Context: an optimization exercise on an open-source flow, tuned for small area. The choices shown serve that exercise and are no tape-out recipe. In this exercise RTL edits were held to simulation tests only and were not proved equivalent to the original. No activity file was given, so power comes from the tool's default toggle rates.

==> design.v <==
`timescale 1ns / 1ps
module ascii2hex(
    input [7:0] ascii_input,
    output [3:0] hex_output,
	 output error
    );
	wire [3:0] hex_data;
	assign hex_data = ((ascii_input >= "0") & (ascii_input <= "9"))? ascii_input - "0" :
								( 
									(ascii_input >= "A" & ascii_input <= "F") ? ascii_input - "A" + 8'hA :
									( 
										(ascii_input >= "a" & ascii_input <= "f") ? ascii_input - "a" + 8'hA : 4'h0
									)
								);
	assign hex_output = hex_data;
	assign error = (ascii_input < "0") | ((ascii_input > "9") & (ascii_input < "A")) | 
						((ascii_input > "F") & (ascii_input < "a")) | (ascii_input > "f");
endmodule
`timescale 1ns / 1ps
module hex2ascii(
    input [3:0] hex_input,
    output [7:0] ascii_output
    );
	assign ascii_output = ((hex_input < 4'hA) ? "0" : "A"-8'h0A) +{4'h0, hex_input};
endmodule
module async_receiver(clk, rst, RxD, RxD_data_ready, RxD_data);
input clk, rst, RxD;
output reg RxD_data_ready;   
output reg [7:0] RxD_data;
reg [11:0] acc;
reg Baud8Tick;
always @(posedge clk)
    if (rst) {Baud8Tick, acc} <= 13'd0;
    else {Baud8Tick, acc} <= {1'b0, acc} + 13'd151;
reg [1:0] RxD_sync_inv;
always @(posedge clk) if(rst) RxD_sync_inv <= 0; else if(Baud8Tick) RxD_sync_inv <= {RxD_sync_inv[0], ~RxD};
reg [1:0] RxD_cnt_inv;
reg RxD_bit_inv;
always @(posedge clk)
if(rst)
begin
	RxD_cnt_inv <= 0;
	RxD_bit_inv <= 0;
end
else if(Baud8Tick)
begin
	if( RxD_sync_inv[1] && RxD_cnt_inv!=2'b11) RxD_cnt_inv <= RxD_cnt_inv + 2'h1;
	else
	if(~RxD_sync_inv[1] && RxD_cnt_inv!=2'b00) RxD_cnt_inv <= RxD_cnt_inv - 2'h1;
	if(RxD_cnt_inv==2'b00) RxD_bit_inv <= 1'b0;
	else
	if(RxD_cnt_inv==2'b11) RxD_bit_inv <= 1'b1;
end
reg [3:0] state;
reg [3:0] bit_spacing;
wire next_bit = (bit_spacing==4'd10);
always @(posedge clk)
if(rst || state==0)
	bit_spacing <= 4'b0000;
else
if(Baud8Tick)
	bit_spacing <= {bit_spacing[2:0] + 4'b0001} | {bit_spacing[3], 3'b000};
always @(posedge clk)
if(rst)
	state <= 4'b0000;
else if(Baud8Tick)
case(state)
	4'b0000: if(RxD_bit_inv) state <= 4'b1000;   
	4'b1000: if(next_bit) state <= 4'b1001;   
	4'b1001: if(next_bit) state <= 4'b1010;   
	4'b1010: if(next_bit) state <= 4'b1011;   
	4'b1011: if(next_bit) state <= 4'b1100;   
	4'b1100: if(next_bit) state <= 4'b1101;   
	4'b1101: if(next_bit) state <= 4'b1110;   
	4'b1110: if(next_bit) state <= 4'b1111;   
	4'b1111: if(next_bit) state <= 4'b0001;   
	4'b0001: if(next_bit) state <= 4'b0000;   
	default: state <= 4'b0000;
endcase
always @(posedge clk)
if(Baud8Tick && next_bit && state[3]) RxD_data <= {~RxD_bit_inv, RxD_data[7:1]};
always @(posedge clk)
if(rst)
	RxD_data_ready <= 1'b0;
else
	RxD_data_ready <= (Baud8Tick && next_bit && state==4'b0001 && ~RxD_bit_inv);   
endmodule
module async_transmitter(clk, rst, TxD_start, TxD_data, TxD, TxD_busy);
input clk, rst, TxD_start;
input [7:0] TxD_data;
output TxD, TxD_busy;
reg [14:0] acc;
reg BaudTick;
wire TxD_busy;
always @(posedge clk)
    if (rst) {BaudTick, acc} <= 16'd0;
    else if (TxD_busy) {BaudTick, acc} <= {1'b0, acc} + 16'd151;
reg [3:0] state;
wire TxD_ready = (state==0);
assign TxD_busy = ~TxD_ready;
reg [7:0] TxD_dataReg;
always @(posedge clk) if(TxD_ready & TxD_start) TxD_dataReg <= TxD_data;
always @(posedge clk)
if(rst) state <= 4'b0000; else
case(state)
	4'b0000: if(TxD_start) state <= 4'b0001;
	4'b0001: if(BaudTick) state <= 4'b0100;
	4'b0100: if(BaudTick) state <= 4'b1000;   
	4'b1000: if(BaudTick) state <= 4'b1001;   
	4'b1001: if(BaudTick) state <= 4'b1010;   
	4'b1010: if(BaudTick) state <= 4'b1011;   
	4'b1011: if(BaudTick) state <= 4'b1100;   
	4'b1100: if(BaudTick) state <= 4'b1101;   
	4'b1101: if(BaudTick) state <= 4'b1110;   
	4'b1110: if(BaudTick) state <= 4'b1111;   
	4'b1111: if(BaudTick) state <= 4'b0010;   
	4'b0010: if(BaudTick) state <= 4'b0011;   
	4'b0011: if(BaudTick) state <= 4'b0000;   
	default: if(BaudTick) state <= 4'b0000;
endcase
wire muxbit = TxD_dataReg[state[2:0]];
reg TxD;
always @(posedge clk) if(rst) TxD <= 1'b0; else TxD <= (state<4) | (state[3] & muxbit);
endmodule
`timescale 1ns / 1ps
module tx_fifo (
    input  wire       clk,
    input  wire       rst,
    input  wire [7:0] din,
    input  wire       wr_en,
    input  wire       rd_en,
    output wire [7:0] dout,
    output wire       empty
);
reg [511:0] mem;
reg [6:0] count;
wire full = count[6];
assign empty = (count == 7'd0);
wire [5:0] head = count[5:0] - 6'd1;
assign dout = mem[8*head +: 8];
wire wr = wr_en && !full;
wire rd = rd_en && !empty;
always @(posedge clk)
    if (wr && !rst)
        mem <= {mem[503:0], din};
always @(posedge clk)
    if (rst)
        count <= 7'd0;
    else
        count <= count + {6'd0, wr} - {6'd0, rd};
endmodule
`timescale 1ns / 1ps
module data_receiver
    #(
      parameter BTF_RX_BUFFER_COUNT_WIDTH = 6,
      parameter BTF_RX_BUFFER_BYTES = 32,
      parameter BTF_RX_BUFFER_WIDTH = 8 * BTF_RX_BUFFER_BYTES
      )
    (
    input RxD,
    input clk,
    input rst,
    output btf_wr,                   
    output [7:0] btf_byte,
    output btf_commit,               
    output reg [BTF_RX_BUFFER_COUNT_WIDTH-1:0] BTF_Length,
    output [13:0] CMD_Hit,           
    output CMD_Ready,
    output esc_char_detected,
    output reg [1:0] esc_char,       
    output reg wrong_format
    );
	wire [7:0] usbdata ;
	wire usbready ;
	async_receiver RXUSB(.clk(clk), .rst(rst), .RxD(RxD), .RxD_data_ready(usbready), .RxD_data(usbdata));
	wire [3:0] hexadecimal_value;
	wire non_hexadecimal;
	ascii2hex ascii2hex_moudule(.ascii_input(usbdata), .hex_output(hexadecimal_value), .error(non_hexadecimal));
    wire is_dle = (usbdata == 8'h10);
    wire is_C = (usbdata == "C");
    wire is_R = (usbdata == "R");
    wire is_T = (usbdata == "T");
    wire is_A = (usbdata == "A");
    wire is_W = (usbdata == "W");
    reg esc_detect;    
    reg esc_found;     
    assign esc_char_detected = esc_found;
    always @ (posedge clk)
        if (rst) begin
            esc_detect <= 1'b0;
            esc_found <= 1'b0;
        end
        else begin
            esc_found <= 1'b0;
            if (esc_found) begin
                esc_detect <= 1'b0;
            end
            else if (usbready) begin
                if (!esc_detect) begin
                    esc_detect <= is_dle;
                end
                else begin
                    esc_detect <= 1'b0;
                    esc_found <= is_C | is_R | is_A | is_W;
                end
            end
        end
    always @ (posedge clk)
        if (usbready & esc_detect & ~esc_found)
            esc_char <= {is_A | is_W, is_R | is_W};
	reg [3:0] main_state;
	localparam MAIN_IDLE = 4'h0;
	localparam MAIN_BTF_READ_NUM_DIGITS = 4'h1;
	localparam MAIN_BTF_READ_BYTE_COUNT = 4'h2;
	localparam MAIN_BTF_READ_RAW_DATA = 4'h3;
    localparam MAIN_BTF_READ_RAW_DATA_ESC_DETECTED = 4'h4;
	localparam MAIN_BTF_CHECK_TERMINATOR = 4'h5;
	localparam MAIN_BTF_EXECUTION = 4'h6;
    localparam MAIN_CMD_READ_BYTE_COUNT = 4'h7;
    localparam MAIN_CMD_READ_ASCII_STRING = 4'h8;
    localparam MAIN_CMD_READ_ASCII_STRING_ESC_DETECTED = 4'h9;
	localparam MAIN_CMD_CHECK_TERMINATOR = 4'ha;
	localparam MAIN_CMD_EXECUTION = 4'hb;
    localparam MAIN_ESC_CHAR_DETECTED = 4'hc;
    localparam MAIN_WRONG_FORMAT = 4'hd;
    localparam MAIN_IDLE_FIRST_ESC_DETECTED = 4'he;
	reg [3:0] btf_num_digits;
	reg [BTF_RX_BUFFER_COUNT_WIDTH-1:0] btf_byte_count;
	reg [BTF_RX_BUFFER_COUNT_WIDTH-1:0] btf_actual_byte_count;
    reg [3:0] cmd_byte_count;
    reg [3:0] cmd_actual_byte_count;
    reg term_ptr;    
    assign CMD_Ready = (main_state == MAIN_CMD_EXECUTION);
    wire active = !rst && !esc_char_detected && usbready;
    assign btf_byte = usbdata;
    assign btf_wr = active && (main_state == MAIN_BTF_READ_RAW_DATA);
    wire term_ok = (usbdata == (term_ptr ? 8'd10 : 8'd13));
    assign btf_commit = active && (main_state == MAIN_BTF_CHECK_TERMINATOR) && term_ok && term_ptr;
    localparam NCMD = 14;
    localparam [8*14-1:0] S1  = "*IDN?";
    localparam [8*14-1:0] S2  = {8'h10, "TEST", 8'h10};
    localparam [8*14-1:0] S3  = "WRITE REG";
    localparam [8*14-1:0] S4  = "SET CONFIG";
    localparam [8*14-1:0] S5  = "RESET";
    localparam [8*14-1:0] S6  = "LDAC";
    localparam [8*14-1:0] S7  = "LDAC LENGTH";
    localparam [8*14-1:0] S8  = "ADJ INTENSITY";
    localparam [8*14-1:0] S9  = "READ INTENSITY";
    localparam [8*14-1:0] S10 = "CAPTURE BTF";
    localparam [8*14-1:0] S11 = "BTF READ COUNT";
    localparam [8*14-1:0] S12 = "READ BTF";
    localparam [8*14-1:0] S13 = "UPDATE BITS";
    localparam [8*14-1:0] S14 = "READ BITS";
    localparam [8*14*NCMD-1:0] SALL = {S14, S13, S12, S11, S10, S9, S8, S7, S6, S5, S4, S3, S2, S1};
    localparam [4*NCMD-1:0] LALL = {4'd9, 4'd11, 4'd8, 4'd14, 4'd11, 4'd14, 4'd13, 4'd11, 4'd4, 4'd5, 4'd10, 4'd9, 4'd6, 4'd5};
    reg [NCMD-1:0] cmd_match;
    wire [NCMD-1:0] cmd_match_next;
    wire [NCMD-1:0] cmd_hit;
    genvar gk, gp;
    generate
        for (gk = 0; gk < NCMD; gk = gk + 1) begin : match_gen
            localparam [3:0] LEN = LALL[4*gk +: 4];
            wire [LEN-1:0] pos_ok;
            for (gp = 0; gp < LEN; gp = gp + 1) begin : pos_gen
                assign pos_ok[gp] = (cmd_actual_byte_count == gp) &&
                                    (usbdata == SALL[8*14*gk + 8*(LEN-1-gp) +: 8]);
            end
            assign cmd_match_next[gk] = cmd_match[gk] & (|pos_ok);
            assign cmd_hit[gk] = cmd_match[gk] & (cmd_actual_byte_count == LEN);
        end
    endgenerate
    assign CMD_Hit = cmd_hit;
    always @ (posedge clk)
        if (rst) begin
            main_state <= MAIN_IDLE;
            wrong_format <= 1'b0;
            BTF_Length <= 0;
        end
        else if (esc_char_detected == 1'b1) begin
            main_state <= MAIN_ESC_CHAR_DETECTED;
            wrong_format <= 1'b0;
        end
        else begin
            case (main_state)
                MAIN_IDLE: begin
                        wrong_format <= 1'b0;
                        if (usbready == 1) begin
                            if (usbdata[7:0] == "#")
                                main_state <= MAIN_BTF_READ_NUM_DIGITS;
                            else if (usbdata[7:0] == "!")
                                main_state <=  MAIN_CMD_READ_BYTE_COUNT;
                            else if (is_dle)
                                main_state <=  MAIN_IDLE_FIRST_ESC_DETECTED;
                            else
                                main_state <= MAIN_WRONG_FORMAT;
                        end
                    end
                MAIN_IDLE_FIRST_ESC_DETECTED:
                    if (usbready == 1) begin
                        if (!(is_C | is_R | is_T | is_A | is_W))
                            main_state <= MAIN_WRONG_FORMAT;
                        else
                            main_state <= MAIN_IDLE;
                    end
                MAIN_BTF_READ_NUM_DIGITS:
                    if (usbready == 1) begin
                        if (non_hexadecimal == 0) begin
                            btf_num_digits[3:0] <= hexadecimal_value[3:0];
                            main_state <= MAIN_BTF_READ_BYTE_COUNT;
                            btf_byte_count <= 0;
                        end
                        else
                            main_state <= MAIN_WRONG_FORMAT;
                    end
                MAIN_BTF_READ_BYTE_COUNT:
                    if  (usbready == 1) begin
                        if (non_hexadecimal == 0) begin
                            btf_byte_count <= {btf_byte_count[BTF_RX_BUFFER_COUNT_WIDTH-1-4:0], hexadecimal_value[3:0]};
                            btf_num_digits[3:0] <= btf_num_digits[3:0] - 'h1;
                            if (btf_num_digits[3:0] == 'h1) begin
                                main_state <= MAIN_BTF_READ_RAW_DATA;
                                btf_actual_byte_count <= 'h0;
                            end
                        end
                        else
                            main_state <= MAIN_WRONG_FORMAT;
                    end
                MAIN_BTF_READ_RAW_DATA:
                    if  (usbready == 1) begin
                        btf_byte_count <= btf_byte_count - 'h1;
                        btf_actual_byte_count <= btf_actual_byte_count + 'h1;
                        if (is_dle)
                            main_state <= MAIN_BTF_READ_RAW_DATA_ESC_DETECTED;
                        else if (btf_byte_count == 'h1) begin
                            main_state <= MAIN_BTF_CHECK_TERMINATOR;
                            term_ptr <= 1'b0;
                        end
                    end
                MAIN_BTF_READ_RAW_DATA_ESC_DETECTED:
                    if  (usbready == 1) begin
                        if (is_dle) begin
                            if (btf_byte_count == 'h0) begin
                                main_state <= MAIN_BTF_CHECK_TERMINATOR;
                                term_ptr <= 1'b0;
                            end
                            else
                                main_state <= MAIN_BTF_READ_RAW_DATA;
                        end
                        else
                            main_state <= MAIN_WRONG_FORMAT;
                    end
                MAIN_BTF_CHECK_TERMINATOR:
                    if  (usbready == 1) begin
                        if (term_ok) begin
                            if (term_ptr) begin
                                main_state <= MAIN_BTF_EXECUTION;
                                term_ptr <= 1'b0;
                                BTF_Length <= btf_actual_byte_count;
                            end
                            else
                                term_ptr <= 1'b1;
                        end
                        else
                            main_state <= MAIN_WRONG_FORMAT;
                    end
                MAIN_BTF_EXECUTION:
                    main_state <= MAIN_IDLE;
                MAIN_CMD_READ_BYTE_COUNT:
                    if  (usbready == 1'b1) begin
                        if (non_hexadecimal == 1'b0) begin
                            cmd_byte_count[3:0] <= hexadecimal_value[3:0];
                            main_state <= MAIN_CMD_READ_ASCII_STRING;
                            cmd_actual_byte_count[3:0] <= 'd0;
                        end
                        else
                            main_state <= MAIN_WRONG_FORMAT;
                    end
                MAIN_CMD_READ_ASCII_STRING:
                    if  (usbready == 1) begin
                        cmd_byte_count[3:0] <= cmd_byte_count[3:0] - 'd1;
                        cmd_actual_byte_count[3:0] <= cmd_actual_byte_count[3:0] + 'd1;
                        if (is_dle)
                            main_state <= MAIN_CMD_READ_ASCII_STRING_ESC_DETECTED;
                        else if (cmd_byte_count[3:0] == 'd1) begin
                            main_state <= MAIN_CMD_CHECK_TERMINATOR;
                            term_ptr <= 1'b0;
                        end
                    end
                MAIN_CMD_READ_ASCII_STRING_ESC_DETECTED:
                    if  (usbready == 1) begin
                        if (is_dle) begin
                            if (cmd_byte_count[3:0] == 'd0) begin
                                main_state <= MAIN_CMD_CHECK_TERMINATOR;
                                term_ptr <= 1'b0;
                            end
                            else
                                main_state <= MAIN_CMD_READ_ASCII_STRING;
                        end
                        else
                            main_state <= MAIN_WRONG_FORMAT;
                    end
                MAIN_CMD_CHECK_TERMINATOR:
                    if  (usbready == 1) begin
                        if (term_ok) begin
                            if (term_ptr) begin
                                main_state <= MAIN_CMD_EXECUTION;
                                term_ptr <= 1'b0;
                            end
                            else
                                term_ptr <= 1'b1;
                        end
                        else
                            main_state <= MAIN_WRONG_FORMAT;
                    end
                MAIN_CMD_EXECUTION:
                    main_state <= MAIN_IDLE;
                MAIN_ESC_CHAR_DETECTED:
                    main_state <= MAIN_IDLE;
                MAIN_WRONG_FORMAT: begin
                        wrong_format <= 1'b1;
                        main_state <= MAIN_IDLE;
                    end
                default:
                    main_state <= MAIN_IDLE;
            endcase
        end
    always @ (posedge clk)
        if (!rst && !esc_char_detected && usbready) begin
            if (main_state == MAIN_CMD_READ_BYTE_COUNT)
                cmd_match <= {NCMD{1'b1}};
            else if (main_state == MAIN_CMD_READ_ASCII_STRING)
                cmd_match <= cmd_match_next;
        end
endmodule
module btf_rings(
    input clk,
    input rst,
    input rx_wr,              
    input [7:0] rx_byte,      
    input commit,             
    input capture,            
    input s_ok,               
    input [4:0] rd_j,         
    output reg [31:0] S,      
    output [7:0] B_out,       
    output [4:0] B_k,         
    output [7:0] rd_byte
);
    reg [255:0] R, B, C;
    reg [4:0] ph;
    reg clr;                  
    reg [4:0] hR, hB, hC;
    reg rx_pend;
    reg cb_req, cb_act, cc_req, cc_act;
    reg [3:0] s_pend;         
    wire wr_now = rx_pend && (ph == hR + 5'd1);
    wire zero = rst | clr;
    wire [7:0] R_out = R[255:248];
    assign B_out = B[255:248];
    assign B_k = hB - ph;
    wire [7:0] C_out = C[255:248];
    always @(posedge clk) begin
        R <= {R[247:0], zero ? 8'h00 : (wr_now ? rx_byte : R_out)};
        B <= {B[247:0], zero ? 8'h00 : (cb_act ? R_out : B_out)};
        C <= {C[247:0], zero ? 8'h00 : (cc_act ? B_out : C_out)};
    end
    always @(posedge clk)
        if (rst) begin
            ph <= 5'd0;
            clr <= 1'b1;
            hR <= 5'd0;
            hB <= 5'd0;
            hC <= 5'd0;
            rx_pend <= 1'b0;
            cb_req <= 1'b0;
            cb_act <= 1'b0;
            cc_req <= 1'b0;
            cc_act <= 1'b0;
            s_pend <= 4'd0;
            S <= 32'd0;
        end
        else begin
            ph <= ph + 5'd1;
            if (ph == 5'd31) clr <= 1'b0;
            if (rx_wr) rx_pend <= 1'b1;
            else if (wr_now) begin
                rx_pend <= 1'b0;
                hR <= hR + 5'd1;
            end
            if (commit) cb_req <= 1'b1;
            else if (cb_req && ph == 5'd31) begin
                cb_req <= 1'b0;
                cb_act <= 1'b1;
                hB <= hR;
            end
            else if (cb_act && ph == 5'd31) begin
                cb_act <= 1'b0;
                s_pend <= 4'hf;
            end
            if (s_ok && B_k[4:2] == 3'b000 && s_pend[B_k[1:0]]) begin
                S[8*B_k[1:0] +: 8] <= B_out;
                s_pend[B_k[1:0]] <= 1'b0;
            end
            if (capture) cc_req <= 1'b1;
            else if (cc_req && ph == 5'd31) begin
                cc_req <= 1'b0;
                cc_act <= 1'b1;
                hC <= hB;
            end
            else if (cc_act && ph == 5'd31) cc_act <= 1'b0;
        end
    wire [4:0] rd_pos = ph - hC - 5'd2 - rd_j;
    assign rd_byte = C[8*rd_pos +: 8];
endmodule
`timescale 1ns / 1ps
module data_sender
(
    input clk,
    input rst,
    output TxD,
    input esc_char_detected,
    input [1:0] esc_char,             
    input wrong_format,
    input [2:0] tx1_kind,
    input TX_buffer1_ready,
    input TX_buffer2_ready,
    output [4:0] cap_rd_j,            
    input [7:0] cap_rd_byte,
    input [5:0] BTF_read_count,
    input [5:0] BTF_Length,
    input [7:0] LED_intensity,
    input [31:0] patterns
);
    localparam [2:0] K_WF = 3'd0, K_RSTAT = 3'd1, K_IDN = 3'd2, K_TEST = 3'd3,
                     K_WLEN = 3'd4, K_LED = 3'd5, K_UNK = 3'd6, K_PAT = 3'd7;
	reg TX_buffer1_ready_delay;
	reg TX_buffer2_ready_delay;
	wire TX_buffer1_PosEdge = TX_buffer1_ready & ~TX_buffer1_ready_delay;
	wire TX_buffer2_PosEdge = TX_buffer2_ready & ~TX_buffer2_ready_delay;
    always @ (posedge clk)
        if (rst) begin
            TX_buffer1_ready_delay <= 1'b0;
            TX_buffer2_ready_delay <= 1'b0;
        end
        else begin
            TX_buffer1_ready_delay <= TX_buffer1_ready;
            TX_buffer2_ready_delay <= TX_buffer2_ready;
        end
    reg reset_FIFO;
    reg [7:0] FIFO_din;
    reg FIFO_wr_en;
    reg FIFO_rd_en;
    wire [7:0] FIFO_dout;
    wire FIFO_empty;
    tx_fifo transmitter_FIFO(
    .clk(clk),
    .rst(reset_FIFO | rst),
    .din(FIFO_din),
    .wr_en(FIFO_wr_en),
    .rd_en(FIFO_rd_en),
    .dout(FIFO_dout),
    .empty(FIFO_empty)
  );
    reg [2:0] kind;
    reg [6:0] idx;       
    reg [1:0] TERMINATOR_CURRENT_CHAR_POINTER;
    wire [7:0] TERMINATOR_CURRENT_CHAR = (TERMINATOR_CURRENT_CHAR_POINTER == 2'd0) ? 8'h0d :
                                         (TERMINATOR_CURRENT_CHAR_POINTER == 2'd1) ? 8'h0a : 8'h00;
    function [7:0] hexc(input [3:0] v);
        hexc = ((v < 4'hA) ? "0" : "A"-8'h0A) + {4'h0, v};
    endfunction
    function [7:0] str_byte(input [8*14-1:0] s, input [3:0] n, input [3:0] i);
        str_byte = s[8*(n-1-i) +: 8];
    endfunction
    reg [7:0] b1_byte;
    reg [4:0] b1_len;
    always @(*) begin
        b1_byte = 8'h00;
        b1_len = 5'd0;
        case (kind)
            K_WF: begin
                b1_len = 5'd14;
                b1_byte = str_byte("!CWrong format", 4'd14, idx[3:0]);
            end
            K_RSTAT: begin
                b1_len = 5'd5;
                case (idx[2:0])
                    3'd0: b1_byte = patterns[31:24];
                    3'd1: b1_byte = patterns[23:16];
                    3'd2: b1_byte = patterns[15:8];
                    3'd3: b1_byte = patterns[7:0];
                    default: b1_byte = 8'h00;
                endcase
            end
            K_IDN: begin
                b1_len = 5'd11;
                b1_byte = str_byte("!9DAC v1_10", 4'd11, idx[3:0]);
            end
            K_TEST: begin
                b1_len = 5'd12;
                b1_byte = str_byte("!ATest rec'd", 4'd12, idx[3:0]);
            end
            K_WLEN: begin
                b1_len = 5'd15;
                b1_byte = (idx[3:0] == 4'd14) ? {2'b00, BTF_Length} : str_byte("!DWrong length", 4'd14, idx[3:0]);
            end
            K_LED: begin
                b1_len = 5'd3;
                b1_byte = (idx[1:0] == 2'd0) ? "!" : (idx[1:0] == 2'd1) ? "1" : LED_intensity;
            end
            K_UNK: begin
                b1_len = 5'd13;
                b1_byte = str_byte("!BUnknown CMD", 4'd13, idx[3:0]);
            end
            K_PAT: begin
                b1_len = 5'd6;
                case (idx[2:0])
                    3'd0: b1_byte = "!";
                    3'd1: b1_byte = "4";
                    3'd2: b1_byte = patterns[31:24];
                    3'd3: b1_byte = patterns[23:16];
                    3'd4: b1_byte = patterns[15:8];
                    default: b1_byte = patterns[7:0];
                endcase
            end
        endcase
    end
    wire b1_more = (idx[4:0] != b1_len);
    reg [7:0] b2_byte;
    always @(*) begin
        if (idx[6]) begin
            case (idx[2:0])
                3'd3: b2_byte = "#";
                3'd4: b2_byte = "3";
                3'd5: b2_byte = "0";
                3'd6: b2_byte = hexc({2'b00, BTF_read_count[5:4]});
                default: b2_byte = hexc(BTF_read_count[3:0]);
            endcase
        end
        else if (idx[5])
            b2_byte = 8'h00;
        else
            b2_byte = cap_rd_byte;
    end
    assign cap_rd_j = idx[4:0];
    wire b2_more = (idx != {1'b0, BTF_read_count});
	localparam [3:0] MAIN_FIFO_INITIALIZE = 4'd0;
	localparam [3:0] MAIN_FIFO_INITIALIZE_WAIT = 4'd1;
	localparam [3:0] MAIN_IDLE = 4'd2;
    localparam [3:0] MAIN_ESC_CHAR_SEND = 4'd3;
    localparam [3:0] MAIN_SEND_FINISH = 4'd4;
	localparam [3:0] MAIN_BUFFER1_SEND = 4'd5;
	localparam [3:0] MAIN_BUFFER2_SEND = 4'd6;
	localparam [3:0] MAIN_SEND_TERMINATOR = 4'd7;
    localparam [3:0] MAIN_ESC_DETECTED = 4'd8;
	reg [3:0] main_state;
    reg [1:0] esc_char_latch;
    reg esc_already_encountered;
    reg [3:0] FIFO_reset_wait_counter;
    wire [7:0] head = (main_state == MAIN_BUFFER2_SEND) ? b2_byte : b1_byte;
    wire more = (main_state == MAIN_BUFFER2_SEND) ? b2_more : b1_more;
    always @ (posedge clk)
        if (rst) begin
            main_state <= MAIN_FIFO_INITIALIZE;
            esc_already_encountered <= 1'b0;
            reset_FIFO <= 1'b0;
            FIFO_wr_en <= 1'b0;
        end
        else if (esc_char_detected == 1'b1) begin
            if (esc_char != 2'd2) begin    
                reset_FIFO <= 1'b1;
                FIFO_wr_en <= 1'b0;
                esc_char_latch <= esc_char;
                main_state <= MAIN_ESC_DETECTED;
                FIFO_reset_wait_counter <= 4'd15;
            end
        end
        else begin
            case (main_state)
                MAIN_FIFO_INITIALIZE: begin
                        main_state <= MAIN_FIFO_INITIALIZE_WAIT;
                        reset_FIFO <= 1'b1;
                        FIFO_wr_en <= 1'b0;
                        FIFO_reset_wait_counter <= 4'd15;
                    end
                MAIN_FIFO_INITIALIZE_WAIT: begin
                        reset_FIFO <= 1'b0;
                        if (FIFO_reset_wait_counter == 'd0)
                            main_state <= MAIN_IDLE;
                        else
                            FIFO_reset_wait_counter <= FIFO_reset_wait_counter - 'd1;
                    end
                MAIN_IDLE:
                    if (wrong_format == 1'b1) begin
                        main_state <= MAIN_BUFFER1_SEND;
                        kind <= K_WF;
                        idx <= 7'd0;
                    end
                    else if (TX_buffer1_PosEdge == 1'b1) begin
                        main_state <= MAIN_BUFFER1_SEND;
                        kind <= tx1_kind;
                        idx <= 7'd0;
                    end
                    else if (TX_buffer2_PosEdge == 1'b1) begin
                        main_state <= MAIN_BUFFER2_SEND;
                        idx <= 7'd123;
                        esc_already_encountered <= 1'b0;
                    end
                MAIN_ESC_DETECTED: begin
                        reset_FIFO <= 1'b0;
                        if (FIFO_reset_wait_counter == 'd0) begin
                            main_state <= MAIN_ESC_CHAR_SEND;
                            FIFO_din <= 8'h10;
                            FIFO_wr_en <= 1'b1;
                        end
                        else
                            FIFO_reset_wait_counter <= FIFO_reset_wait_counter - 'd1;
                    end
                MAIN_ESC_CHAR_SEND: begin
                        FIFO_din <= (esc_char_latch == 2'd0) ? "C" : (esc_char_latch == 2'd1) ? "R" : "W";
                        FIFO_wr_en <= 1'b1;
                        if (esc_char_latch == 2'd1) begin
                            main_state <= MAIN_BUFFER1_SEND;
                            kind <= K_RSTAT;
                            idx <= 7'd0;
                            TERMINATOR_CURRENT_CHAR_POINTER <= 'd0;
                        end
                        else
                            main_state <= MAIN_SEND_FINISH;
                    end
                MAIN_SEND_FINISH: begin
                        main_state <= MAIN_IDLE;
                        FIFO_wr_en <= 1'b0;
                    end
                MAIN_BUFFER1_SEND, MAIN_BUFFER2_SEND:
                    if (more) begin
                        FIFO_din <= head;
                        FIFO_wr_en <= 1'b1;
                        TERMINATOR_CURRENT_CHAR_POINTER <= 'd0;
                        if ((head == 8'h10) && (esc_already_encountered == 1'b0))
                            esc_already_encountered <= 1'b1;
                        else begin
                            esc_already_encountered <= 1'b0;
                            idx <= idx + 7'd1;
                        end
                    end
                    else begin
                        main_state <= MAIN_SEND_TERMINATOR;
                        FIFO_din <= TERMINATOR_CURRENT_CHAR;
                        FIFO_wr_en <= 1'b1;
                        TERMINATOR_CURRENT_CHAR_POINTER <= TERMINATOR_CURRENT_CHAR_POINTER + 'd1;
                    end
                MAIN_SEND_TERMINATOR:
                    if (TERMINATOR_CURRENT_CHAR_POINTER == 2'd2) begin
                        main_state <= MAIN_IDLE;
                        FIFO_din <= TERMINATOR_CURRENT_CHAR;
                        FIFO_wr_en <= 1'b0;
                        TERMINATOR_CURRENT_CHAR_POINTER <= 'd0;
                    end
                    else begin
                        FIFO_din <= TERMINATOR_CURRENT_CHAR;
                        FIFO_wr_en <= 1'b1;
                        TERMINATOR_CURRENT_CHAR_POINTER <= TERMINATOR_CURRENT_CHAR_POINTER + 'd1;
                    end
                default:
                    main_state <= MAIN_IDLE;
		endcase
	end
	wire TxD_busy;
	reg TxD_start;
	async_transmitter TXUSB(.clk(clk), .rst(rst), .TxD(TxD), .TxD_busy(TxD_busy), .TxD_start(TxD_start),
									.TxD_data(FIFO_dout));
	reg [1:0] transmitter_state;
	localparam [1:0] TX_IDLE = 2'd0;
	localparam [1:0] TX_WAIT1 = 2'd1;
	localparam [1:0] TX_WAIT2 = 2'd2;
    always @ (posedge clk)
        if (rst) begin
            transmitter_state <= TX_IDLE;
            TxD_start <= 1'b0;
            FIFO_rd_en <= 1'b0;
        end
        else
        case (transmitter_state)
            TX_IDLE:
                if (FIFO_empty != 1'b1) begin
                    TxD_start <= 1'b1;
                    transmitter_state <= TX_WAIT1;
                end
                else
                    TxD_start <= 1'b0;
            TX_WAIT1:
                begin
                    TxD_start <= 1'b0;
                    FIFO_rd_en <= 1'b1;
                    transmitter_state <= TX_WAIT2;
                end
            TX_WAIT2:
                begin
                    FIFO_rd_en <= 1'b0;
                    if (TxD_busy == 1'b0)
                        transmitter_state <= TX_IDLE;
                end
            default:
                transmitter_state <= TX_IDLE;
		endcase
endmodule
`timescale 1ns / 1ps
module clock_divider(
    input wire CLK100MHZ,
    input wire reset,
    input wire [7:0] divide,
    input wire count_enable,
    output wire count_end
    );
reg[7:0] count;
assign count_end = (count == 8'h0);
always @(posedge CLK100MHZ) begin
    begin
        if(count_enable == 1'b1) begin
            count[7:0] <= count[7:0] - 8'h1;
            if( count[7:0] == 8'h0 ) begin
                count[7:0] <= {1'b0,divide[7:1]} - 8'h1;
            end
        end
        else begin
            count[7:0] <= {1'b0,divide[7:1]} - 8'h1;
        end
    end
end
endmodule
`timescale 1ns / 1ps
module shift_register_out(
    input wire CLK100MHZ,
    input wire reset,
    input wire lsb_first,
    input wire data_load,
    input wire [31:0] data_in,
    input wire write,
    output wire sdo
    );
reg [5:0] k;     
always @(posedge CLK100MHZ)
    if (reset || write)
        k <= 6'd0;
    else if (data_load && k != 6'd33)
        k <= k + 6'd1;
wire [4:0] j = k[4:0] - 5'd1;                   
wire [4:0] sel = lsb_first ? j : ~j;
assign sdo = (k != 6'd0) && (k[5] == 1'b0 || k[4:0] == 5'd0) && data_in[sel];
endmodule
`timescale 1ns / 1ps
module shift_register_in(
    input wire CLK100MHZ,
    input wire reset,
    input wire lsb_first,
    input wire data_load,
    input wire sdi,
    input wire clear_register,
    output wire [31:0] data_out
    );
reg[31:0] data;
assign data_out[31:0] = data[31:0];
always@(posedge CLK100MHZ) begin
    if(reset) begin
        data[31:0] <= 32'h0;
    end
    else begin
        if( clear_register == 1'b1) begin
            data[31:0] <= 32'b0;
        end
        else if(data_load == 1'b1) begin
            if(lsb_first == 1'b1) begin
                data[31:0] <= {data[30:0], sdi};
            end
            else begin
                data[31:0] <= {sdi,data[31:1]};
            end
        end
    end
end
endmodule
`timescale 1ns / 1ps
module spi_fsm_module
#(
    parameter NUM_CS = 1
)
(
    input  wire CLK100MHZ,
    input  wire reset,
    input  wire [31:0] spi_word,
    input  wire spi_config_selected,
    input  wire spi_data_selected,
    output wire busy,
    output wire loading,            
    output wire sdo,
    output wire cpol,
    output wire cspol,
    output wire slave_en,
    output wire cs_next,
    output wire sck_next,
    output wire[NUM_CS-1:0] cs_val
);
reg config_lsb_first;
reg config_slave_en;
reg config_end_spi;
reg[7:0] config_cs;
reg[4:0] config_length;
reg config_cspol;
reg config_cpol;
reg config_cpha;
reg[7:0] clk_div;
reg busy_state;
reg spi_start;
reg [4:0] data_remain;
reg data_load;
reg sck_next_state;
reg cs_next_state;
reg spi_counter_state;
reg initialize_reg;
wire spi_counter_end;
wire reduced_config_cpha = config_cpha ^ config_slave_en;
localparam [2:0] IDLE = 3'd0, LOW = 3'd1, HIGH = 3'd2, WAIT_LOW = 3'd3,
                 LAST_HIGH = 3'd4, LAST_LOW = 3'd5, EXTEND_LOW = 3'd6;
reg [2:0] spi_fsm_state;
assign busy = busy_state;
assign loading = initialize_reg;
assign cpol = config_cpol;
assign cspol = config_cspol;
assign slave_en = config_slave_en;
assign cs_next = cs_next_state;
assign sck_next = sck_next_state;
assign cs_val[NUM_CS-1:0] = config_cs[NUM_CS-1:0];
clock_divider clock_divider_0 (
    .CLK100MHZ(CLK100MHZ),
    .reset(reset),
    .divide(clk_div),
    .count_enable(spi_counter_state),
    .count_end(spi_counter_end)
);
shift_register_out shift_register_out_0(
    .CLK100MHZ(CLK100MHZ),
    .reset(reset),
    .lsb_first(config_lsb_first),
    .data_load(data_load),
    .data_in(spi_word),
    .write(initialize_reg),
    .sdo(sdo)
);
always @(posedge CLK100MHZ) begin
    if(reset) begin
        spi_start <= 1'b0;
        {config_lsb_first, config_slave_en, config_end_spi, config_cs, config_length, config_cspol, config_cpol, config_cpha, clk_div} <= 27'h0;
    end
    else begin
        if( spi_config_selected & ~busy_state) begin
            {config_lsb_first, config_slave_en, config_end_spi} <= spi_word[31:29];
            {config_cs, config_length, config_cspol, config_cpol, config_cpha, clk_div} <= spi_word[23:0];
        end
        spi_start <= spi_data_selected & ~busy_state;
    end
end
always @(posedge CLK100MHZ) begin
    if(reset) begin
        busy_state <= 1'b0;
        spi_fsm_state <= IDLE;
        data_load <= 1'b0;
        sck_next_state <= 1'b0;
        cs_next_state <= 1'b0;
        spi_counter_state <= 1'b0;
        initialize_reg <= 1'b0;
    end
    else begin
        case(spi_fsm_state)
            IDLE:
            begin
                data_remain[4:0] <= config_length[4:0];
                if(spi_start == 1'b1) begin
                    busy_state <= 1'b1;
                    cs_next_state <= 1'b1;
                    if(reduced_config_cpha == 1'b0) begin
                        data_load <= 1'b1;
                        spi_fsm_state <= LOW;
                    end
                    else begin
                        data_load <= 1'b0;
                        spi_fsm_state <= EXTEND_LOW;
                    end
                    spi_counter_state <= 1'b1;
                    sck_next_state <= 1'b0;
                    initialize_reg <= 1'b0;
                end
                else begin
                    cs_next_state <= 1'b0;
                    sck_next_state <= 1'b0;
                    busy_state <= spi_data_selected;
                    data_load <= 1'b0;
                    spi_counter_state <= 1'b0;
                    initialize_reg <= 1'b1;
                end
            end
            LOW:
            begin
                initialize_reg <= 1'b0;
                if(spi_counter_end == 1'b1) begin
                    spi_fsm_state <= (data_remain[4:0] == 5'h0) ? LAST_HIGH : HIGH;
                    sck_next_state <= 1'b1;
                    data_load <= reduced_config_cpha;
                end
                else begin
                    sck_next_state <= 1'b0;
                    data_load <= 1'b0;
                end
            end
            HIGH:
            begin
                if( spi_counter_end == 1'b1 ) begin
                    data_remain[4:0] <= data_remain[4:0] - 5'h1;
                    spi_fsm_state <= LOW;
                    data_load <= ~reduced_config_cpha;
                    sck_next_state <= 1'b0;
                end
                else begin
                    sck_next_state <= 1'b1;
                    data_load <= 1'b0;
                end
            end
            WAIT_LOW:
            begin
                data_remain[4:0] <= config_length[4:0];
                if(spi_start == 1'b1) begin
                    busy_state <= 1'b1;
                    if(reduced_config_cpha == 1'b0) begin
                        spi_fsm_state <= LOW;
                        data_load <= 1'b1;
                    end
                    else begin
                        spi_fsm_state <= EXTEND_LOW;
                        data_load <= 1'b0;
                    end
                    spi_counter_state <= 1'b1;
                    initialize_reg <= 1'b0;
                    sck_next_state <= 1'b0;
                end
                else begin
                    initialize_reg <= 1'b1;
                    spi_counter_state <= 1'b0;
                    busy_state <= 1'b0;
                    data_load <= 1'b0;
                    sck_next_state <= 1'b0;
                end
            end
            LAST_HIGH:
            begin
                if(spi_counter_end == 1'b1) begin
                    spi_fsm_state <= LAST_LOW;
                    if( reduced_config_cpha == 1'b1 )
                        data_load <= 1'b0;
                    else if( config_slave_en == 1'b0)
                        data_load <= 1'b1;
                    sck_next_state <= 1'b0;
                end
                else begin
                    sck_next_state <= 1'b1;
                    data_load <= 1'b0;
                end
            end
            LAST_LOW:
            begin
                sck_next_state <= 1'b0;
                data_load <= 1'b0;
                if(spi_counter_end == 1'b1) begin
                    busy_state <= 1'b1;
                    if(config_end_spi == 1'b1) begin
                        spi_fsm_state <= IDLE;
                        cs_next_state <= 1'b0;
                    end
                    else
                        spi_fsm_state <= WAIT_LOW;
                end
            end
            EXTEND_LOW:
            begin
                initialize_reg <= 1'b0;
                sck_next_state <= 1'b0;
                data_load <= 1'b0;
                if(spi_counter_end == 1'b1)
                    spi_fsm_state <= LOW;
            end
            default: ;
        endcase
    end
end
endmodule
`timescale 1ns / 1ps
module spi_multiple_single_output
#(
    parameter NUM_CS = 1
)
(
    input wire CLK100MHZ,
    input wire cpol,
    input wire cspol,
    input wire slave_en,
    input wire cs_next,
    input wire sdo,
    input wire sck_next,
    input wire [NUM_CS - 1:0]cs_val,
    output wire io_out,
    output wire io_oe,
    output wire sck,
    output wire [NUM_CS - 1:0] cs
);
genvar i;
reg sck_buffer;
reg[NUM_CS -1 :0] cs_buffer;
generate
    for (i = 0; i < NUM_CS; i = i + 1) begin : io_buf_gen
        always @(posedge CLK100MHZ) begin
            cs_buffer[i] <= ~ ( cspol ^( cs_next && cs_val[i] ));
        end
    end
endgenerate
assign io_out = sdo;
assign io_oe = ~slave_en;
assign sck = sck_buffer;
assign cs[NUM_CS-1:0] = cs_buffer[NUM_CS-1:0];
always @(posedge CLK100MHZ) begin
    sck_buffer <= sck_next ^ cpol;
end
endmodule
`timescale 1ns / 1ps
module dac8734_ctrl(
    input  wire       clk,
    input  wire       reset,
    input  wire       uart_rxd,
    output wire       uart_txd,
    output wire       sck,
    output wire [7:0] cs,
    output wire       io_out,
    output wire       io_oe,
    output wire       ldac_n
);
localparam NUM_CS = 8;
localparam C_IDN = 0, C_TEST = 1, C_WRITE_REG = 2, C_SET_CONFIG = 3, C_RESET = 4,
           C_LDAC = 5, C_LDAC_LENGTH = 6, C_ADJ_INTENSITY = 7, C_READ_INTENSITY = 8,
           C_CAPTURE_BTF = 9, C_BTF_READ_COUNT = 10, C_READ_BTF = 11,
           C_UPDATE_BITS = 12, C_READ_BITS = 13;
localparam [2:0] K_IDN = 3'd2, K_TEST = 3'd3, K_WLEN = 3'd4, K_LED = 3'd5,
                 K_UNK = 3'd6, K_PAT = 3'd7;
wire [31:0] BTF_Buffer;       
wire [7:0] B_out;
wire [4:0] B_k;
wire btf_wr, btf_commit;
wire [7:0] btf_byte;
wire btf_capture;
wire upd_set;
wire [4:0] cap_rd_j;
wire [7:0] cap_rd_byte;
wire [5:0] BTF_Length;
wire [13:0] CMD_Hit;
wire CMD_Ready;
wire esc_char_detected;
wire [1:0] esc_char;
wire wrong_format;
data_receiver receiver(
    .RxD                                (uart_rxd),
    .clk                                (clk),
    .rst                                (reset),
    .btf_wr                             (btf_wr),
    .btf_byte                           (btf_byte),
    .btf_commit                         (btf_commit),
    .BTF_Length                         (BTF_Length),
    .CMD_Hit                            (CMD_Hit),
    .CMD_Ready                          (CMD_Ready),
    .esc_char_detected                  (esc_char_detected),
    .esc_char                           (esc_char),
    .wrong_format                       (wrong_format)
);
btf_rings rings(
    .clk                                (clk),
    .rst                                (reset),
    .rx_wr                              (btf_wr),
    .rx_byte                            (btf_byte),
    .commit                             (btf_commit),
    .capture                            (btf_capture),
    .s_ok                               (spi_loading),
    .rd_j                               (cap_rd_j),
    .S                                  (BTF_Buffer),
    .B_out                              (B_out),
    .B_k                                (B_k),
    .rd_byte                            (cap_rd_byte)
);
reg [2:0] tx1_kind;
reg TX_buffer1_ready;
reg TX_buffer2_ready;
reg [5:0] BTF_read_count;
reg [7:0] LED_intensity;
reg [31:0] patterns;
data_sender sender(
    .clk                                    (clk),
    .rst                                    (reset),
    .TxD                                    (uart_txd),
    .esc_char_detected                      (esc_char_detected),
    .esc_char                               (esc_char),
    .wrong_format                           (wrong_format),
    .tx1_kind                               (tx1_kind),
    .TX_buffer1_ready                       (TX_buffer1_ready),
    .TX_buffer2_ready                       (TX_buffer2_ready),
    .cap_rd_j                               (cap_rd_j),
    .cap_rd_byte                            (cap_rd_byte),
    .BTF_read_count                         (BTF_read_count),
    .BTF_Length                             (BTF_Length),
    .LED_intensity                          (LED_intensity),
    .patterns                               (patterns)
);
reg spi_reset;
reg spi_config_selected;
reg spi_data_selected;
wire busy;
wire spi_loading;
wire sdo;
wire cpol;
wire cspol;
wire slave_en;
wire cs_next;
wire sck_next;
wire [NUM_CS-1:0] cs_val;
spi_fsm_module #(
    .NUM_CS                              (NUM_CS)
) spi_fsm_inst (
    .CLK100MHZ                           (clk),
    .reset                               (spi_reset | reset),
    .spi_word                            (BTF_Buffer[31:0]),
    .spi_config_selected                 (spi_config_selected),
    .spi_data_selected                   (spi_data_selected),
    .busy                                (busy),
    .loading                             (spi_loading),
    .sdo                                 (sdo),
    .cpol                                (cpol),
    .cspol                               (cspol),
    .slave_en                            (slave_en),
    .cs_next                             (cs_next),
    .sck_next                            (sck_next),
    .cs_val                              (cs_val)
);
spi_multiple_single_output #(
    .NUM_CS                              (NUM_CS)
) spi_mso_inst (
    .CLK100MHZ                           (clk),
    .cpol                                (cpol),
    .cspol                               (cspol),
    .slave_en                            (slave_en),
    .cs_next                             (cs_next),
    .sdo                                 (sdo),
    .sck_next                            (sck_next),
    .cs_val                              (cs_val),
    .io_out                              (io_out),
    .io_oe                               (io_oe),
    .sck                                 (sck),
    .cs                                  (cs)
);
reg ldac_bar;
assign ldac_n = ldac_bar;
reg [7:0] ldac_length;
reg [7:0] ldac_pause_count;
reg upd_pend, upd_act;
wire upd_now = (upd_pend && B_k == 5'd7) || upd_act;
wire [1:0] upd_m = B_k[1:0];            
wire [7:0] upd_data = BTF_Buffer[8*upd_m +: 8];
always @(posedge clk)
    if (reset) begin
        upd_pend <= 1'b0;
        upd_act <= 1'b0;
        patterns <= 32'd0;
    end
    else begin
        if (upd_set) upd_pend <= 1'b1;
        else if (upd_pend && B_k == 5'd7) begin
            upd_pend <= 1'b0;
            upd_act <= 1'b1;
        end
        else if (upd_act && B_k == 5'd4) upd_act <= 1'b0;
        if (upd_now)
            patterns[8*upd_m +: 8] <= (patterns[8*upd_m +: 8] & ~B_out) | (B_out & upd_data);
    end
localparam [2:0] MAIN_IDLE = 3'd0,
                 MAIN_SPI_CONFIG = 3'd1,
                 MAIN_RESET = 3'd2,
                 MAIN_DAC_WAIT_FOR_BUSY_ON = 3'd3,
                 MAIN_DAC_WAIT_FOR_BUSY_OFF = 3'd4,
                 MAIN_DAC_LDAC_PAUSE = 3'd5,
                 MAIN_DAC_LDAC_OFF = 3'd6,
                 MAIN_UNKNOWN_CMD = 3'd7;
reg [2:0] main_state;
assign upd_set = !reset && !esc_char_detected && main_state == MAIN_IDLE && CMD_Ready && CMD_Hit[C_UPDATE_BITS];
assign btf_capture = !reset && !esc_char_detected && main_state == MAIN_IDLE && CMD_Ready && CMD_Hit[C_CAPTURE_BTF];
always @ (posedge clk) begin
    if (reset) begin
        main_state <= MAIN_IDLE;
        TX_buffer1_ready <= 1'b0;
        TX_buffer2_ready <= 1'b0;
        LED_intensity <= 8'd0;
        spi_reset <= 1'b0;
        spi_config_selected <= 1'b0;
        spi_data_selected <= 1'b0;
        ldac_bar <= 1'b1;
        ldac_length <= 8'd40;
        BTF_read_count <= 'd0;
    end
    else if (esc_char_detected == 1'b1) begin
        if (esc_char == 2'd0) begin    
            TX_buffer1_ready <= 1'b0;
            TX_buffer2_ready <= 1'b0;
            main_state <= MAIN_IDLE;
            spi_reset <= 1'b0;
            spi_config_selected <= 1'b0;
            spi_data_selected <= 1'b0;
        end
    end
    else begin
        case (main_state)
            MAIN_IDLE: begin
                spi_config_selected <= 1'b0;
                spi_data_selected <= 1'b0;
                if (CMD_Ready == 1'b1) begin
                    if (CMD_Hit[C_IDN]) begin
                        tx1_kind <= K_IDN;
                        TX_buffer1_ready <= 1'b1;
                    end
                    else if (CMD_Hit[C_TEST]) begin
                        tx1_kind <= K_TEST;
                        TX_buffer1_ready <= 1'b1;
                    end
                    else if (CMD_Hit[C_WRITE_REG]) begin
                        if (BTF_Length != 6'd4) begin
                            tx1_kind <= K_WLEN;
                            TX_buffer1_ready <= 1'b1;
                        end
                        else if (busy != 1'b1) begin
                            main_state <= MAIN_DAC_WAIT_FOR_BUSY_ON;
                            spi_data_selected <= 1'b1;
                        end
                    end
                    else if (CMD_Hit[C_SET_CONFIG]) begin
                        if (BTF_Length != 6'd8) begin
                            tx1_kind <= K_WLEN;
                            TX_buffer1_ready <= 1'b1;
                        end
                        else if (busy != 1'b1) begin
                            main_state <= MAIN_SPI_CONFIG;
                            spi_config_selected <= 1'b1;
                        end
                    end
                    else if (CMD_Hit[C_RESET]) begin
                        spi_reset <= 1'b1;
                        main_state <= MAIN_RESET;
                    end
                    else if (CMD_Hit[C_LDAC]) begin
                        ldac_bar <= 1'b0;
                        ldac_pause_count <= ldac_length;
                        main_state <= MAIN_DAC_LDAC_PAUSE;
                    end
                    else if (CMD_Hit[C_LDAC_LENGTH]) begin
                        ldac_length <= BTF_Buffer[7:0];
                    end
                    else if (CMD_Hit[C_ADJ_INTENSITY]) begin
                        LED_intensity <= BTF_Buffer[7:0];
                    end
                    else if (CMD_Hit[C_READ_INTENSITY]) begin
                        tx1_kind <= K_LED;
                        TX_buffer1_ready <= 1'b1;
                    end
                    else if (CMD_Hit[C_CAPTURE_BTF]) begin
                    end
                    else if (CMD_Hit[C_BTF_READ_COUNT]) begin
                        BTF_read_count <= BTF_Buffer[5:0];
                    end
                    else if (CMD_Hit[C_READ_BTF]) begin
                        TX_buffer2_ready <= 1'b1;
                    end
                    else if (CMD_Hit[C_UPDATE_BITS]) begin
                    end
                    else if (CMD_Hit[C_READ_BITS]) begin
                        tx1_kind <= K_PAT;
                        TX_buffer1_ready <= 1'b1;
                    end
                    else begin
                        main_state <= MAIN_UNKNOWN_CMD;
                    end
                end
                else begin
                    TX_buffer1_ready <= 1'b0;
                    TX_buffer2_ready <= 1'b0;
                end
            end
            MAIN_DAC_WAIT_FOR_BUSY_ON: begin
                spi_data_selected <= 1'b0;
                if (busy != 1'b1)
                    main_state <= MAIN_DAC_WAIT_FOR_BUSY_OFF;
            end
            MAIN_DAC_WAIT_FOR_BUSY_OFF: begin
                if (busy != 1'b1)
                    main_state <= MAIN_IDLE;
            end
            MAIN_SPI_CONFIG : begin
                if (busy != 1'b1)
                    main_state <= MAIN_IDLE;
            end
            MAIN_DAC_LDAC_PAUSE: begin
                if (ldac_pause_count == 0)
                    main_state <= MAIN_DAC_LDAC_OFF;
                ldac_pause_count <= ldac_pause_count - 'd1;
            end
            MAIN_DAC_LDAC_OFF: begin
                ldac_bar <= 1'b1;
                main_state <= MAIN_IDLE;
            end
            MAIN_RESET: begin
                spi_reset <= 1'b0;
                main_state <= MAIN_IDLE;
            end
            MAIN_UNKNOWN_CMD: begin
                tx1_kind <= K_UNK;
                TX_buffer1_ready <= 1'b1;
                main_state <= MAIN_IDLE;
            end
        endcase
    end
end
endmodule
==> run.sh <==
#!/bin/bash
# synth_recipe.tcl (not shown) runs the flow's synth.tcl, then flattens the netlist and writes it again
# the make line also repeats each setting of config.mk as NAME=value (left out here)
make -C /OpenROAD-flow-scripts/flow DESIGN_CONFIG=/design/flow/config.mk WORK_HOME=/design/flow/orfs CLKGATE_MAP_FILE= SYNTH_SCRIPT=/design/flow/synth_recipe.tcl finish
==> config.mk <==
export PLATFORM = sky130hd
export DESIGN_NAME = dac8734_ctrl
export DESIGN_NICKNAME = dac8734_ctrl
export VERILOG_FILES = /design/flow/design.v
export SDC_FILE = /design/flow/constraint.sdc
export NUM_CORES = 4
export LEC_CHECK = 0
export CAP_MARGIN = 20
export CORE_MARGIN = 2
export CORE_UTILIZATION = 40
export CTS_CLUSTER_DIAMETER = 100
export CTS_CLUSTER_SIZE = 25
export SLEW_MARGIN = 20
==> constraint.sdc <==
create_clock -name core_clock -period 10.0 [get_ports {clk}]
set_input_delay 2.0000 -clock core_clock [delete_from_list [all_inputs] [get_ports {clk}]]
set_output_delay 2.0000 -clock core_clock [all_outputs]
set_load 0.01 [all_outputs]
==> flow_metrics.tcl, run 1 <==
set metrics [dict create \
    unrepaired_setup_endpoints_after_global_routing "no" \
    coreArea_um2 147000 \
    largest_register_ffs 512 \
    number_of_global_route_vias_before_repair 32100 \
    commonest_non_fill_non_tap_cell_in_the_layout "sky130_fd_sc_hd__dfxtp_1" \
    dp_cells 6051 \
    syn_area_um2 59200 \
    die_width_um 389 \
    boundaryPins 16 \
    buffers_from_clock_root_to_sink_at_most 3 \
    portBuffers 15 \
    timing.clock.skew_ps 29.9 \
    post_cts_buffers 0 \
    cap_violations 0 \
    final_area_um2 63600 \
    maxSlewViolCount 0 \
    worstSetupEndpointType "primary output" \
    insertion_delay_ps 700 \
    first_iter_violations 3136 \
    tightestPinTransition_ps 1080 \
    drcViolationCount 0 \
    path_clk_slew_ps 90 \
    global_route.overflow_total 0 \
    worst-r2r-cell-count 11 \
    antenna_cells_inserted 0 \
    cts_sinks 1646 \
    hold-worst-slack_ps 309 \
    layout_min_cycle_time_ps 5960 \
    area_growth_pct 7.37 \
    ys_seq_elements 1646 \
    final-hold-violation-count 0 \
    worst_hold_path.num_cells 0 \
    start_util 0.402 \
    die_height_um 389 \
    hold_path_end "rings.B[151]" \
    grtUsageTotal 0.149 \
    place_area_um2 61400 \
    finish.net_count 4299 \
    timing.rr.end "sender.idx[4]" \
    cts_resized 0 \
    cts_inserted_buffers 76 \
    yosys_warns 11 \
    routed_wl_um 114000 \
    avgRoutedWirePerCell_um 18.5 \
    finish.utilization 0.431 \
    r2r_slack_ps 4210 \
    clock.fmax_ghz 0.168 \
    crit_start_category "flip-flop" \
    grt_start_max_net_pins 186 \
    grt_antenna_before_repair 2 \
    syn-instance-count 4286 \
    cts.hold.buffers_added 0 \
    setup_total_negative_slack_ps 0 \
    synth.avg_cell_area_um2 13.8 \
    worst_ep_required_time_ps 8000 \
    cp_slowest_stage_delay_ps 640 \
    pre_cts_slack_ps 3800 \
    synth_seq_area_share 0.659 \
    stdcell_count 6175 \
    holdCritStartpoint "rings.B[143]" \
    clock_tree_from_tritoncts "built" \
    rows 141 \
    leakage_nw 21.1 \
    synth_enable_flop_cells 611 \
    path_cells "inv_1 -> ha_1 -> xnor2_2 -> mux4_1 -> mux2_2 -> nand2_1 -> o21ai_0 -> mux2i_1 -> o32ai_1 -> clkdlybuf4s50_1" \
    place_hpwl_um 73700 \
    critPathSlowestCell "sky130_fd_sc_hd__mux4_1" \
    critical_path_peak_fanout 8 \
    layout.cells.most_common_list "sky130_fd_sc_hd__dfxtp_1, sky130_fd_sc_hd__edfxtp_1, sky130_fd_sc_hd__nor2_1" \
    setup_slack_ps 4040 \
    postSynth.topFlopCell "sky130_fd_sc_hd__dfxtp_1" \
    synth_cell_type_count 97 \
    hold_path.class "reg2reg" \
    clock_tree.root_cell "sky130_fd_sc_hd__clkbuf_16" \
    regToRegStartpoint "sender.idx[0]" \
    floorplan.die_area_um2 151000 \
    outcome "no timing/DRC/antenna violations" \
    ant_nets 0 \
    final_layout_size_suffix_gt1_frac 0.106 \
    global_route_wire_length_before_repair_um 182000 \
    htree_levels 3 \
    firstDrtPassIters 6 \
    relSlewSlack 0.273 \
    gp_congestion 0.890 \
    async_reset_ff_frac 0 \
    ir_worst_vdd_mv 0.195 \
    mappedNetlistNets 4385 \
    timing_worst_setup_path_type "reg2out" \
    crit_arrival_ps 3960 \
    via_per_inst 5.38 \
    top_register "sender.transmitter_FIFO.mem" \
    dr_total_vias 33200 \
    setup-violations-final 0 \
    period_share 0.596 \
    power_total_mw 13.1 \
    power.density_cell_area_nw_per_um2 206 \
]
-- final cells by class --
cell class                      count  area (µm²)
Fill cell                       13300       83900
Inverter                          104         403
Tap cell                         1930        2410
Timing Repair Buffer               61         514
Clock buffer                      116        2090
Multi-Input combinational cell   2311       19000
Clock inverter                      7         140
Sequential cell                  1646       39100
-- per-layer routing --
layer  up-vias  wire (µm)  GRT usage
li1      15600          -          -
met2       853      51900      0.233
met1     16500      54300      0.219
met4         0       2910     0.0379
met5         -          0          0
met3       198       5170     0.0188
-- logic make-up after synthesis --
kind of cell,synth area share
flops,0.659
xor+xnor,0.0197
mux,0.116
simple gates,0.0851
fa+ha+maj,0.0215
compound gates,0.0755
buf+inv,0.0224
-- cells in the mapped netlist, drive strengths merged, types with 15 or more instances --
library cell | count | share of area
o21ai | 103 | 0.0087
a22o | 16 | 0.0024
edfxtp | 611 | 0.31
inv | 101 | 0.0064
nand2 | 308 | 0.020
a211oi | 28 | 0.0036
xor2 | 67 | 0.010
nor4 | 18 | 0.0024
and3 | 24 | 0.0025
clkbuf | 147 | 0.0093
nor2b | 47 | 0.0050
buf | 78 | 0.0065
a21o | 19 | 0.0024
ha | 88 | 0.019
nor2 | 333 | 0.021
mux2i | 92 | 0.016
a21oi | 172 | 0.015
dfxtp | 1035 | 0.35
nand3 | 91 | 0.0077
nand2b | 26 | 0.0027
a22oi | 76 | 0.0096
xnor2 | 63 | 0.0093
or3 | 27 | 0.0029
o22ai | 31 | 0.0033
nand4 | 29 | 0.0033
mux2 | 18 | 0.0034
a31oi | 31 | 0.0033
nor3 | 54 | 0.0046
nor3b | 15 | 0.0019
mux4 | 256 | 0.097
and2 | 19 | 0.0020
a221oi | 16 | 0.0024
-- worst max path at each step --
stage                     slack, ps  cells past startpoint                                   start                             end
after floorplan                -210                      4                                   reset  sender.transmitter_FIFO.mem[0]
after detailed placement       3800                     11                           sender.idx[0]                   sender.idx[0]
final                          4040                     10  spi_fsm_inst.shift_register_out_0.k[0]                          io_out
after global routing           3750                     10  spi_fsm_inst.shift_register_out_0.k[0]                          io_out
after global placement         3900                     11                           sender.idx[0]                   sender.idx[0]
after CTS                      3660                     10  spi_fsm_inst.shift_register_out_0.k[0]                          io_out
-- power by group --
group	total [mW]	internal (mW)	switching [mW]
logic	2.46	1.12	1.34
registers	7.16	7.04	0.113
clock network	3.49	1.48	2.01
total	13.1	9.65	3.46
-- critical path, delay by kind of cell, from the launching register on --
kind	cells	cell delay, ps
mux	3	1090
flops	1	480
fa+ha+maj	1	340
simple gates	1	60
buf+inv	2	570
compound gates	2	240
xor+xnor	1	490
==> inputs of run 2 (changes only) <==
==> flow/run.sh (new file) <==
#!/bin/bash
# Own layout flow: the standard layout (standard.sh), except that the
# standard synthesis maps its combinational logic with an area-oriented ABC
# script (flow/abc_area.script) instead of ORFS's speed script. Everything
# else in the synthesis, registers included, is unchanged: the only change
# is the -script argument of yosys's abc call.
# Each tool's output goes to a log file of its own in the work folder.
set -euo pipefail
W=$(pwd)
F="$W/flow"

# synthesis script: synth_recipe.tcl with abc's -script argument replaced
{
  echo "proc abc {args} { set i [lsearch \$args -script]; lset args [expr {\$i+1}] {$F/abc_area.script}; yosys abc {*}\$args }"
  cat "$W/synth_recipe.tcl"
} > "$W/own_synth.tcl"

# the standard make command with that synthesis script, for the synthesis only
sed "s#SYNTH_SCRIPT=[^ ]*#SYNTH_SCRIPT=$W/own_synth.tcl#" "$W/standard.sh" > "$W/own_synth.sh"
grep -q "SYNTH_SCRIPT=$W/own_synth.tcl" "$W/own_synth.sh"

bash "$W/own_synth.sh" synth > "$W/synth.log" 2>&1
# the rest of the standard layout, from the floorplan to the final DEF
bash "$W/standard.sh" finish > "$W/layout.log" 2>&1
test -f "$W/out/final.def"
==> flow/abc_area.script (new file) <==
&get -n
&st
&synch2
&dch -f
&nf -R 1000 -p -F 8 -A 4 -a
&put
==> standard.sh (new file) <==
#!/bin/bash
# synth_recipe.tcl (not shown) runs the flow's synth.tcl, then flattens the netlist and writes it again
# the make line also repeats each setting of config.mk as NAME=value (left out here)
make -C /OpenROAD-flow-scripts/flow DESIGN_CONFIG=/design/flow/config.mk WORK_HOME=/design/flow/orfs CLKGATE_MAP_FILE= SYNTH_SCRIPT=/design/flow/synth_recipe.tcl "${@:-finish}"
removed: run.sh
==> run 2 against run 1 <==
Against the previous run:
- largest cell class unchanged
- sequential share of layout area up 1.1 points
- clock-buffer cell count shrank 2
- register-to-register slack improved by 100 ps
- fmax fell by 0.80%
- total power increased by 17%
- combinational power grew 67%
- synthesized cell count is 3.7% lower
- design area fell by 1.8%
- sequential power increased by 7.7%
==> flow_metrics.tcl, run 2 <==
set metrics [dict create \
    outcome "no timing/DRC/antenna violations" \
    path_clk_slew_ps 100 \
    global_route.overflow_total 0 \
    floorplan.die_area_um2 146000 \
    cts_inserted_buffers 75 \
    netlist.top_cell.by_area "sky130_fd_sc_hd__dfxtp_1" \
    synthTopCellsByCount "sky130_fd_sc_hd__dfxtp_1, sky130_fd_sc_hd__edfxtp_1, sky130_fd_sc_hd__nor2_1, sky130_fd_sc_hd__nand2_1, sky130_fd_sc_hd__a21oi_1" \
    setup_total_negative_slack_ps 0 \
    postSynth.topFlopCell "sky130_fd_sc_hd__dfxtp_1" \
    die_height_um 382 \
    async_reset_ff_frac 0 \
    hold-worst-slack_ps 305 \
    detailroute.wirelength.met2_um 52800 \
    htree_levels 3 \
    relSlewSlack 0.270 \
    antenna_cells_inserted 0 \
    crit_arrival_ps 4010 \
    yosys_warns 11 \
    synth.top_cells.by_area "sky130_fd_sc_hd__dfxtp_1, sky130_fd_sc_hd__edfxtp_1, sky130_fd_sc_hd__mux4_2" \
    worst_ep_required_time_ps 8000 \
    ant_nets 0 \
    critical_path_peak_fanout 15 \
    timing.clock.skew_ps 50.4 \
    insertion_delay_ps 740 \
    final-hold-violation-count 0 \
    number_of_global_route_vias_before_repair 32300 \
    pre_cts_slack_ps 4360 \
    die_width_um 382 \
    ys_seq_elements 1646 \
    cts_sinks 1646 \
    start_util 0.403 \
    synth_seq_area_share 0.683 \
    firstDrtPassIters 9 \
    synthMostInstantiatedCell "sky130_fd_sc_hd__dfxtp_1" \
    post-synth-top-area-fraction 0.362 \
    dr_total_vias 33100 \
    synth.avg_cell_area_um2 13.9 \
    tightestPinTransition_ps 1090 \
    layout_min_cycle_time_ps 6010 \
    layout.cells.most_common_list "sky130_fd_sc_hd__dfxtp_1, sky130_fd_sc_hd__edfxtp_1, sky130_fd_sc_hd__nor2_1" \
    power.density_cell_area_nw_per_um2 245 \
    ir_worst_vdd_mv 0.207 \
    top_register "sender.transmitter_FIFO.mem" \
    largest_register_ffs 512 \
    via_per_inst 5.34 \
    portBuffers 15 \
    clock_tree_from_tritoncts "built" \
    dp_cells 6077 \
    leakage_nw 21.3 \
    hold_path.class "reg2reg" \
    final_area_um2 62500 \
    finish.utilization 0.441 \
    power_total_mw 15.3 \
    stdcell_count 6199 \
    detailroute.wirelength.met3_um 4480 \
    first_iter_violations 3049 \
    unrepaired_setup_endpoints_after_global_routing "no" \
    routed_wl_um 115000 \
    boundaryPins 16 \
    mappedNetlistNets 4225 \
    cts.hold.buffers_added 0 \
    commonest_non_fill_non_tap_cell_in_the_layout "sky130_fd_sc_hd__dfxtp_1" \
    clock_tree.root_cell "sky130_fd_sc_hd__clkbuf_16" \
    avgRoutedWirePerCell_um 18.6 \
    clock.fmax_ghz 0.166 \
    final_layout_size_suffix_gt1_frac 0.0828 \
    drcViolationCount 0 \
    grt_start_max_net_pins 191 \
    setup-violations-final 0 \
    place_hpwl_um 73400 \
    global_route_wire_length_before_repair_um 185000 \
    period_share 0.601 \
    rows 138 \
    topRoutingLayerUsed "met4" \
    post_cts_buffers 0 \
    coreArea_um2 142000 \
    place_area_um2 60200 \
    cap_violations 0 \
    cts_resized 0 \
    syn_area_um2 57200 \
    synth_cell_type_count 65 \
    crit_start_category "flip-flop" \
    finish.net_count 4363 \
    timing_worst_setup_path_type "reg2out" \
    routedLengthMet1_um 55600 \
    maxSlewViolCount 0 \
    worstSetupEndpointType "primary output" \
    buffers_from_clock_root_to_sink_at_most 3 \
    setup_slack_ps 3990 \
    area_growth_pct 9.23 \
    grt_antenna_before_repair 0 \
    gp_congestion 0.910 \
    syn-instance-count 4126 \
    grtUsageTotal 0.156 \
    synth_enable_flop_cells 611 \
]
[run 2: worst max-delay path, cell delays in order, from the launching register on]
cell	delay, ps
sky130_fd_sc_hd__dfxtp_1	490
sky130_fd_sc_hd__clkinv_1	170
sky130_fd_sc_hd__ha_1	380
sky130_fd_sc_hd__xor2_1	830
sky130_fd_sc_hd__nand2_1	110
sky130_fd_sc_hd__nand2_1	100
sky130_fd_sc_hd__a21oi_1	40
sky130_fd_sc_hd__a21oi_1	130
sky130_fd_sc_hd__mux4_2	260
sky130_fd_sc_hd__mux2i_1	70
sky130_fd_sc_hd__nor2_1	130
sky130_fd_sc_hd__clkdlybuf4s50_1	560
[run 2: final cells by class]
| type | count | area, µm² |
|---|---|---|
| Fill cell | 12800 | 79300 |
| Sequential cell | 1646 | 39100 |
| Multi-Input combinational cell | 2383 | 17900 |
| Tap cell | 1890 | 2360 |
| Clock buffer | 114 | 2020 |
| Timing Repair Buffer | 61 | 529 |
| Inverter | 97 | 364 |
| Clock inverter | 8 | 240 |
[run 2: where the power goes]
part | switching [mW] | internal [mW]
Sequential | 0.245 | 7.46
Clock | 2.05 | 1.47
Combinational | 2.50 | 1.60
[run 2: logic make-up after synthesis]
| kind of cell | Yosys count | share of synthesized area |
|---|---|---|
| DFF | 1646 | 0.683 |
| muxes | 297 | 0.0981 |
| buffers and inverters | 97 | 0.00637 |
| xor gates and xnor gates | 127 | 0.0194 |
| and+or+nand+nor | 1096 | 0.0858 |
| AOI/OAI and AO/OA | 767 | 0.0851 |
| adders and majority gates | 96 | 0.0221 |
[run 2: worst paths after layout]
| check | start | endpoint | slack [ps] | depth (start not counted) |
|---|---|---|---|---|
| setup / recovery | spi_fsm_inst.shift_register_out_0.k[0] | io_out | 3990 | 11 |
| hold / removal | rings.R[216] | rings.R[224] | 310 | 0 |
| setup reg to reg | sender.idx[2] | sender.idx[0] | 4310 | 14 |
| hold reg to reg | rings.R[216] | rings.R[224] | 310 | 0 |
[run 2: per-layer routing]
layer,GRT usage,up-vias
li1,-,15700
met1,0.227,16500
met2,0.246,697
met3,0.0216,140
met4,0.0405,0
met5,0,-

-- separate check: timing with driven ports --
How much do the figures lean on ideal ports? The routed layouts below were timed once more, with nothing changed but the port constraints.
Step 1: set_driving_cell puts a clkbuf_16 on clk and a buf_2 on each other input, an assumption about the parent block.
Step 2 times the ports against the registers' clock, not the clock port: input delays grow and output delays shrink by t, the midpoint of the rising clock arrivals with the driver on.
a / b / c = ideal ports / drivers / drivers and shift; a / b = the first two.
| run | t (ns) | setup WS [ns] | worst register clock-pin slew, ns | worst slew at a driven data input, ns | cell pins on the clock port's net |
|---|---|---|---|---|---|
| run 1 | 0.755 | 4.036 / 3.958 / 4.211 | 0.11 / 0.11 | 0.04 | 1 |
| run 2 | 0.787 | 3.988 / 3.916 / 4.311 | 0.11 / 0.11 | 0.08 | 1 |
After both steps every run listed still meets setup and hold.
